Background: an optimization exercise with open tools, aiming at small area and a short achievable clock period. Do not read the settings as production practice. Function was checked by simulation only, so behaviour that the tests miss may differ from the original. Power and IR drop assume default switching activity.

==> inputs of cedar <==
## core
module core (
input  logic         clk_i,
input  logic         rst_i,
input  logic [31:0] instr_i,
output logic [31:0] instr_addr_o,
input  logic [31:0] mem_rd_i,
output logic [31:0] mem_wd_o,
output logic [31:0] mem_addr_o,
output logic [04:0] memi_o,
output logic        mem_we_o
);
export LEC_CHECK = 0
export CAP_MARGIN = 20
export CORE_MARGIN = 2
export CORE_UTILIZATION = 40
export PLACE_DENSITY = 0.6
export SETUP_SLACK_MARGIN = 4.0
export SLEW_MARGIN = 20
export SYNTH_HIERARCHICAL = 1
export TNS_END_PERCENT = 0
create_clock -name core_clock -period 12.5 [get_ports {clk_i}]
standard.sh (not shown) runs the stock make flow with config.mk's settings and CLKGATE_MAP_FILE= SYNTH_SCRIPT=/design/flow/synth_recipe.tcl, a recipe that flattens the netlist after the stock synthesis.
==> flow/flow/run.sh <==
#!/bin/bash
# Standard ORFS layout (the standard.sh, unchanged synthesis), with
#  - plain buf_2 port buffers instead of the default delay-buffer cells,
#  - a clock tree of clkbuf_8 cells without dummy balancing loads.
# The make output goes to flow_make.log here; ORFS keeps per-step logs in orfs/logs.
set -euo pipefail
bash standard.sh \
  "BUFFER_PORTS_ARGS=-buffer_cell sky130_fd_sc_hd__buf_2" \
  "CTS_ARGS=-sink_clustering_enable -repair_clock_nets -dont_use_dummy_load -buf_list sky130_fd_sc_hd__clkbuf_8" \
  finish > flow_make.log 2>&1
==> yarrow: changes against cedar <==
--- a/flow/design.v
+++ b/flow/design.v
@@ -5,16 +5,56 @@
 input  logic        hold,
 output logic [31:0] y
 );
 assign y = ({32{wr}} & d) | ({32{hold}} & q);
 endmodule
+module rd_aoi222 (
+input  logic s0, d0, s1, d1, s2, d2,
+output logic yn
+);
+assign yn = ~((s0 & d0) | (s1 & d1) | (s2 & d2));
+endmodule
+module rd_nand2 (
+input  logic a, b,
+output logic y
+);
+assign y = ~(a & b);
+endmodule
+module rd_nand4 (
+input  logic a, b, c, d,
+output logic y
+);
+assign y = ~(a & b & c & d);
+endmodule
+module rd_nand3 (
+input  logic a, b, c,
+output logic y
+);
+assign y = ~(a & b & c);
+endmodule
+module rd_or3 (
+input  logic a, b, c,
+output logic y
+);
+assign y = a | b | c;
+endmodule
 module mux32x3 (
 input  logic [31:1] sel,
 input  logic [31:1] d,
+output logic [2:0]  u,      
 output logic        y
 );
-assign y = |(sel & d);
+logic [10:0] tn;
+for (genvar i = 0; i < 10; i++) begin : l1
+  rd_aoi222 c (.s0(sel[3*i+1]), .d0(d[3*i+1]), .s1(sel[3*i+2]), .d1(d[3*i+2]),
+               .s2(sel[3*i+3]), .d2(d[3*i+3]), .yn(tn[i]));
+end
+rd_nand2 l1x (.a(sel[31]), .b(d[31]), .y(tn[10]));
+rd_nand4 l2a (.a(tn[0]), .b(tn[1]), .c(tn[2]),  .d(tn[3]), .y(u[0]));
+rd_nand4 l2b (.a(tn[4]), .b(tn[5]), .c(tn[6]),  .d(tn[7]), .y(u[1]));
+rd_nand3 l2c (.a(tn[8]), .b(tn[9]), .c(tn[10]), .y(u[2]));
+rd_or3 l3 (.a(u[0]), .b(u[1]), .c(u[2]), .y(y));
 endmodule
 module mux32x5 (
 input  logic [31:0] in0,
 input  logic [31:0] in1,
 input  logic [31:0] in2,
@@ -36,15 +76,26 @@
 endmodule
 module ks_pre (
 input  logic [31:0] a,
 input  logic [31:0] b,
 input  logic        cin,
-output logic [31:0] g,
-output logic [31:0] t
+output logic [31:0] gn,
+output logic [31:0] tn
 );
-assign g = (a & b) | {31'b0, (a[0] | b[0]) & cin};
-assign t = a | b;
+assign gn = ~((a & b) | {31'b0, (a[0] | b[0]) & cin});
+assign tn = ~(a | b);
+endmodule
+module ks_pre3 (
+input  logic [31:0] u0,
+input  logic [31:0] u1,
+input  logic [31:0] u2,
+input  logic [31:0] b,
+output logic [31:0] gn,
+output logic [31:0] tn
+);
+assign gn = ~((u0 | u1 | u2) & b);
+assign tn = ~(u0 | u1 | u2 | b);
 endmodule
 module ks_xor (
 input  logic [31:0] a,
 input  logic [31:0] b,
 output logic [31:0] y
@@ -85,56 +136,99 @@
 input  logic        cin,
 output logic [31:0] s
 );
 logic [31:0] g0, t0, h, c;
 logic [31:0] g1, t1, g2, t2, g3, t3, g4, t4, g5, t5;
-ks_pre pre (.a(a), .b(b), .cin(cin), .g(g0), .t(t0));
+ks_pre pre (.a(a), .b(b), .cin(cin), .gn(g0), .tn(t0));
 ks_xor hx  (.a(a), .b(b), .y(h));
 for (genvar i = 0; i < 32; i++) begin : l1
   if (i >= 1) begin : n
-    ks_aoi c (.gh(g0[i]), .th(t0[i]), .gl(g0[i-1]), .tl(t0[i-1]), .gn(g1[i]), .tn(t1[i]));
+    ks_oai c (.ghn(g0[i]), .thn(t0[i]), .gln(g0[i-1]), .tln(t0[i-1]), .g(g1[i]), .t(t1[i]));
   end else begin : p
     ks_inv c (.a(g0[i]), .b(t0[i]), .an(g1[i]), .bn(t1[i]));
   end
 end
 for (genvar i = 0; i < 32; i++) begin : l2
   if (i >= 2) begin : n
-    ks_oai c (.ghn(g1[i]), .thn(t1[i]), .gln(g1[i-2]), .tln(t1[i-2]), .g(g2[i]), .t(t2[i]));
+    ks_aoi c (.gh(g1[i]), .th(t1[i]), .gl(g1[i-2]), .tl(t1[i-2]), .gn(g2[i]), .tn(t2[i]));
   end else begin : p
     ks_inv c (.a(g1[i]), .b(t1[i]), .an(g2[i]), .bn(t2[i]));
   end
 end
 for (genvar i = 0; i < 32; i++) begin : l3
   if (i >= 4) begin : n
-    ks_aoi c (.gh(g2[i]), .th(t2[i]), .gl(g2[i-4]), .tl(t2[i-4]), .gn(g3[i]), .tn(t3[i]));
+    ks_oai c (.ghn(g2[i]), .thn(t2[i]), .gln(g2[i-4]), .tln(t2[i-4]), .g(g3[i]), .t(t3[i]));
   end else begin : p
     ks_inv c (.a(g2[i]), .b(t2[i]), .an(g3[i]), .bn(t3[i]));
   end
 end
 for (genvar i = 0; i < 32; i++) begin : l4
   if (i >= 8) begin : n
-    ks_oai c (.ghn(g3[i]), .thn(t3[i]), .gln(g3[i-8]), .tln(t3[i-8]), .g(g4[i]), .t(t4[i]));
+    ks_aoi c (.gh(g3[i]), .th(t3[i]), .gl(g3[i-8]), .tl(t3[i-8]), .gn(g4[i]), .tn(t4[i]));
   end else begin : p
     ks_inv c (.a(g3[i]), .b(t3[i]), .an(g4[i]), .bn(t4[i]));
   end
 end
 for (genvar i = 0; i < 32; i++) begin : l5
   if (i >= 16) begin : n
-    ks_aoi c (.gh(g4[i]), .th(t4[i]), .gl(g4[i-16]), .tl(t4[i-16]), .gn(g5[i]), .tn(t5[i]));
+    ks_oai c (.ghn(g4[i]), .thn(t4[i]), .gln(g4[i-16]), .tln(t4[i-16]), .g(g5[i]), .t(t5[i]));
   end else begin : p
     ks_inv c (.a(g4[i]), .b(t4[i]), .an(g5[i]), .bn(t5[i]));
   end
 end
-assign c = {g5[30:0], ~cin};
-ks_xnor sx (.a(h), .b(c), .y(s));
+assign c = {g5[30:0], cin};
+ks_xor sx (.a(h), .b(c), .y(s));
 endmodule
 module or_32_b (
-  input [31:0] A,
-  input [31:0] B,
-  output [31:0] out_or
+input  logic [31:0] a,
+input  logic [31:0] u0,
+input  logic [31:0] u1,
+input  logic [31:0] u2,
+input  logic [31:0] b,
+output logic [31:0] s
 );
-assign out_or = A | B;
+logic [31:0] g0, t0, h, c;
+logic [31:0] g1, t1, g2, t2, g3, t3, g4, t4, g5, t5;
+ks_pre3 pre (.u0(u0), .u1(u1), .u2(u2), .b(b), .gn(g0), .tn(t0));
+ks_xor hx  (.a(a), .b(b), .y(h));
+for (genvar i = 0; i < 32; i++) begin : l1
+  if (i >= 1) begin : n
+    ks_oai c (.ghn(g0[i]), .thn(t0[i]), .gln(g0[i-1]), .tln(t0[i-1]), .g(g1[i]), .t(t1[i]));
+  end else begin : p
+    ks_inv c (.a(g0[i]), .b(t0[i]), .an(g1[i]), .bn(t1[i]));
+  end
+end
+for (genvar i = 0; i < 32; i++) begin : l2
+  if (i >= 2) begin : n
+    ks_aoi c (.gh(g1[i]), .th(t1[i]), .gl(g1[i-2]), .tl(t1[i-2]), .gn(g2[i]), .tn(t2[i]));
+  end else begin : p
+    ks_inv c (.a(g1[i]), .b(t1[i]), .an(g2[i]), .bn(t2[i]));
+  end
+end
+for (genvar i = 0; i < 32; i++) begin : l3
+  if (i >= 4) begin : n
+    ks_oai c (.ghn(g2[i]), .thn(t2[i]), .gln(g2[i-4]), .tln(t2[i-4]), .g(g3[i]), .t(t3[i]));
+  end else begin : p
+    ks_inv c (.a(g2[i]), .b(t2[i]), .an(g3[i]), .bn(t3[i]));
+  end
+end
+for (genvar i = 0; i < 32; i++) begin : l4
+  if (i >= 8) begin : n
+    ks_aoi c (.gh(g3[i]), .th(t3[i]), .gl(g3[i-8]), .tl(t3[i-8]), .gn(g4[i]), .tn(t4[i]));
+  end else begin : p
+    ks_inv c (.a(g3[i]), .b(t3[i]), .an(g4[i]), .bn(t4[i]));
+  end
+end
+for (genvar i = 0; i < 32; i++) begin : l5
+  if (i >= 16) begin : n
+    ks_oai c (.ghn(g4[i]), .thn(t4[i]), .gln(g4[i-16]), .tln(t4[i-16]), .g(g5[i]), .t(t5[i]));
+  end else begin : p
+    ks_inv c (.a(g4[i]), .b(t4[i]), .an(g5[i]), .bn(t5[i]));
+  end
+end
+assign c = {g5[30:0], 1'b0};
+ks_xor sx (.a(h), .b(c), .y(s));
 endmodule
 module comp_menshe (
   input  logic [31:0] A,
   input  logic [31:0] B,
   output logic        eq,
@@ -146,36 +240,37 @@
 logic [7:0]  g2, t2;
 logic [3:0]  g3, t3;
 logic [1:0]  g4, t4;
 logic        g5, t5;
 logic [31:0] d;
-ks_pre pre (.a(~A), .b(B), .cin(1'b0), .g(g0), .t(t0));
+ks_pre pre (.a(~A), .b(B), .cin(1'b0), .gn(g0), .tn(t0));
 for (genvar i = 0; i < 16; i++) begin : l1
-  ks_aoi c (.gh(g0[2*i+1]), .th(t0[2*i+1]), .gl(g0[2*i]), .tl(t0[2*i]), .gn(g1[i]), .tn(t1[i]));
+  ks_oai c (.ghn(g0[2*i+1]), .thn(t0[2*i+1]), .gln(g0[2*i]), .tln(t0[2*i]), .g(g1[i]), .t(t1[i]));
 end
 for (genvar i = 0; i < 8; i++) begin : l2
-  ks_oai c (.ghn(g1[2*i+1]), .thn(t1[2*i+1]), .gln(g1[2*i]), .tln(t1[2*i]), .g(g2[i]), .t(t2[i]));
+  ks_aoi c (.gh(g1[2*i+1]), .th(t1[2*i+1]), .gl(g1[2*i]), .tl(t1[2*i]), .gn(g2[i]), .tn(t2[i]));
 end
 for (genvar i = 0; i < 4; i++) begin : l3
-  ks_aoi c (.gh(g2[2*i+1]), .th(t2[2*i+1]), .gl(g2[2*i]), .tl(t2[2*i]), .gn(g3[i]), .tn(t3[i]));
+  ks_oai c (.ghn(g2[2*i+1]), .thn(t2[2*i+1]), .gln(g2[2*i]), .tln(t2[2*i]), .g(g3[i]), .t(t3[i]));
 end
 for (genvar i = 0; i < 2; i++) begin : l4
-  ks_oai c (.ghn(g3[2*i+1]), .thn(t3[2*i+1]), .gln(g3[2*i]), .tln(t3[2*i]), .g(g4[i]), .t(t4[i]));
+  ks_aoi c (.gh(g3[2*i+1]), .th(t3[2*i+1]), .gl(g3[2*i]), .tl(t3[2*i]), .gn(g4[i]), .tn(t4[i]));
 end
-ks_aoi l5 (.gh(g4[1]), .th(t4[1]), .gl(g4[0]), .tl(t4[0]), .gn(g5), .tn(t5));
-assign ltu = ~g5;
-assign lt  = ~g5 ^ A[31] ^ B[31];
+ks_oai l5 (.ghn(g4[1]), .thn(t4[1]), .gln(g4[0]), .tln(t4[0]), .g(g5), .t(t5));
+assign ltu = g5;
+assign lt  = g5 ^ A[31] ^ B[31];
 ks_xor dx (.a(A), .b(B), .y(d));
 assign eq = ~|d;
 endmodule
 module ALU (
   input  logic [31:0] A,
   input  logic [31:0] B,
   input  logic        sub,      
   input  logic        sra,      
   input  logic        left,     
   input  logic [7:0]  sel,
+  input  logic [31:0] other,    
   output logic [31:0] Out_ALU,
   output logic        lt,
   output logic        ltu
 );
 logic [31:0] bb, sum, x, y, xr, yr, xo;
@@ -193,20 +288,24 @@
                | ({32{sel[2]}} & {31'b0, lt})
                | ({32{sel[3]}} & {31'b0, ltu})
                | ({32{sel[4]}} & xo)
                | ({32{sel[5]}} & y)
                | ({32{sel[6]}} & (A | B))
-               | ({32{sel[7]}} & (A & B));
+               | ({32{sel[7]}} & (A & B))
+               | other;
 endmodule
 module REG_FILE (
   input  logic        clk,
   input  logic        WE,
   input  logic [4:0]  WA,
   input  logic [31:0] WD,
   input  logic [4:0]  RA1,
   input  logic [4:0]  RA2,
   output logic [31:0] RD1,
+  output logic [31:0] RD1u0,   
+  output logic [31:0] RD1u1,
+  output logic [31:0] RD1u2,
   output logic [31:0] RD2
 );
 logic [31:1][31:0] regs, nxt;
 logic [31:1]       s1, s2, wsel, hold;
 logic [31:0][31:1] col;
@@ -226,12 +325,12 @@
 for (genvar k = 1; k < 32; k++) begin : w
   mux2 upd (.d(WD), .q(regs[k]), .wr(wsel[k]), .hold(hold[k]), .y(nxt[k]));
 end
 always_ff @(posedge clk) regs <= nxt;
 for (genvar b = 0; b < 32; b++) begin : r
-  mux32x3 rd1 (.sel(s1), .d(col[b]), .y(RD1[b]));
-  mux32x3 rd2 (.sel(s2), .d(col[b]), .y(RD2[b]));
+  mux32x3 rd1 (.sel(s1), .d(col[b]), .u({RD1u2[b], RD1u1[b], RD1u0[b]}), .y(RD1[b]));
+  mux32x3 rd2 (.sel(s2), .d(col[b]), .u(), .y(RD2[b]));
 end
 endmodule
 module Decoder_R (
 	input [6:0] opcode,
 	input [2:0] func3,
@@ -388,27 +487,31 @@
 assign immS = {{20{ins[31]}}, ins[31:25], ins[11:7]};
 assign immB = {{19{ins[31]}}, ins[31], ins[7], ins[30:25], ins[11:8], 1'b0};
 assign immJ = {{11{ins[31]}}, ins[31], ins[19:12], ins[20], ins[30:21], 1'b0};
 assign immU = {ins[31:12], 12'b0};
 logic [31:0] rs1v, rs2v, wdata;
+logic [31:0] rs1u0, rs1u1, rs1u2;
 REG_FILE meme1 (
   .clk(clk_i),
   .WE(rfwe),
   .WA(ins[11:7]),
   .WD(wdata),
   .RA1(ins[19:15]),
   .RA2(ins[24:20]),
   .RD1(rs1v),
+  .RD1u0(rs1u0),
+  .RD1u1(rs1u1),
+  .RD1u2(rs1u2),
   .RD2(rs2v)
 );
 assign mem_wd_o = rs2v;
 logic [31:0] agu;
-and_32_b agu_add (.a(rs1v), .b(is_st ? immS : immI), .cin(1'b0), .s(agu));
+or_32_b agu_add (.a(rs1v), .u0(rs1u0), .u1(rs1u1), .u2(rs1u2), .b(is_st ? immS : immI), .s(agu));
 assign mem_addr_o = agu;
 logic        alu_any, zero_res, sub;
 logic [7:0]  sel;
-logic [31:0] alu_res;
+logic [31:0] wb_other;
 logic        eq, lt, ltu;
 logic        alu_lt, alu_ltu;
 assign alu_any  = is_op | is_opi;
 assign zero_res = is_op & (ins[31] | (ins[30] & (f3 != 3'd0) & (f3 != 3'd5)));
 assign sub      = (f3[2:1] == 2'b01) | (is_op & ins[30] & (f3 == 3'd0));
@@ -418,11 +521,12 @@
   .B(is_op ? rs2v : immI),
   .sub(sub),
   .sra(ins[30]),
   .left(~f3[2]),
   .sel(sel),
-  .Out_ALU(alu_res),
+  .other(wb_other),
+  .Out_ALU(wdata),
   .lt(alu_lt),
   .ltu(alu_ltu)
 );
 comp_menshe bcmp (
   .A(rs1v),
@@ -446,11 +550,10 @@
       pc <= tgt;
     else
       pc <= pc4;
   end
 end
-assign wdata = ({32{is_ld}}            & mem_rd_i)
-             | ({32{is_lui}}           & immU)
-             | ({32{is_auipc}}         & tgt)
-             | ({32{is_jal | is_jalr}} & pc4)
-             | alu_res;
+assign wb_other = ({32{is_ld}}            & mem_rd_i)
+                | ({32{is_lui}}           & immU)
+                | ({32{is_auipc}}         & tgt)
+                | ({32{is_jal | is_jalr}} & pc4);
 endmodule
==> flow/flow/run.sh (replaced) <==
#!/bin/bash
# Standard ORFS layout (the standard.sh, unchanged synthesis), with
#  - plain buf_2 port buffers instead of the default delay-buffer cells,
#  - a clock tree of clkbuf_8 cells in sink clusters of at most 14 flip-flops
#    within 45 um, without dummy balancing loads.
# The make output goes to flow_make.log here; ORFS keeps per-step logs in orfs/logs.
set -euo pipefail
bash standard.sh \
  "BUFFER_PORTS_ARGS=-buffer_cell sky130_fd_sc_hd__buf_2" \
  "CTS_ARGS=-sink_clustering_enable -repair_clock_nets -dont_use_dummy_load -buf_list sky130_fd_sc_hd__clkbuf_8 -sink_clustering_size 14 -sink_clustering_max_diameter 45" \
  finish > flow_make.log 2>&1
==> flow/config.mk (replaced) <==
export PLATFORM = sky130hd
export DESIGN_NAME = core
export DESIGN_NICKNAME = core
export VERILOG_FILES = /design/flow/design.v
export SDC_FILE = /design/flow/constraint.sdc
export NUM_CORES = 4
export LEC_CHECK = 0
export CAP_MARGIN = 20
export CORE_MARGIN = 2
export CORE_UTILIZATION = 60
export PLACE_DENSITY = 0.76
export SETUP_SLACK_MARGIN = 4.5
export SLEW_MARGIN = 20
export SYNTH_HIERARCHICAL = 1
export TNS_END_PERCENT = 0
==> run notes <==
Of the total power, the share spent switching nets is 0.269. The routability-driven placement congestion ratio is 1.04. The endpoint of the worst setup timing path is meme1.regs[539]. The met2 routing resource usage after global routing came out at 0.576. The startpoint of the tightest hold check path is meme1.regs[135]. The post-cts gate resize count is 323. Clock tree synthesis inserted a total of 173 buffers. The internal power contribution is 4.67 mW. The run finished with no timing, DRC or antenna violations.
# the run above: cedar

==> run notes <==
The run finished with no timing, DRC or antenna violations. Following the worst setup path forward leads to its endpoint at meme1.regs[411]. The number of buffers created by CTS is 103.

Of the total power, the share spent switching nets is 0.266. In this run the most critical hold path is launched from meme1.regs[291]. The internal power of the cells totals 4.15 mW. Post-CTS repair changed the size of 227 cells.
# the run above: yarrow

-- separate check: timing with driven ports --
Ports are ideal in the flow. The routed layouts listed here were re-timed in OpenROAD.
Step 1 assumes that a clkbuf_16 drives the clock port and a buf_2 every other input.
Step 2 moves the port delays by t, midway between the first and last clock arrival at a register: inputs arrive t later, outputs are due t later. That takes back most of the time a late clock gives input paths.
a / b / c = no drivers / after step 1 / after step 2; a / b = the first two.
| run | shift t [ns] | slack for setup (ns) | worst hold slack (ns) | slew at the worst register clock pin (ns) |
|---|---|---|---|---|
| cedar | 0.946 | 3.412 / 3.279 / 2.357 | 0.493 / 0.493 / 0.493 | 0.07 / 0.07 |
| yarrow | 0.872 | 3.895 / 3.851 / 3.073 | 0.497 / 0.497 / 0.497 | 0.10 / 0.10 |
After both steps every run listed still meets setup and hold. The setup slack of cedar, which loses most, moves by -0.133 ns with the drivers and by -1.055 ns with both steps.
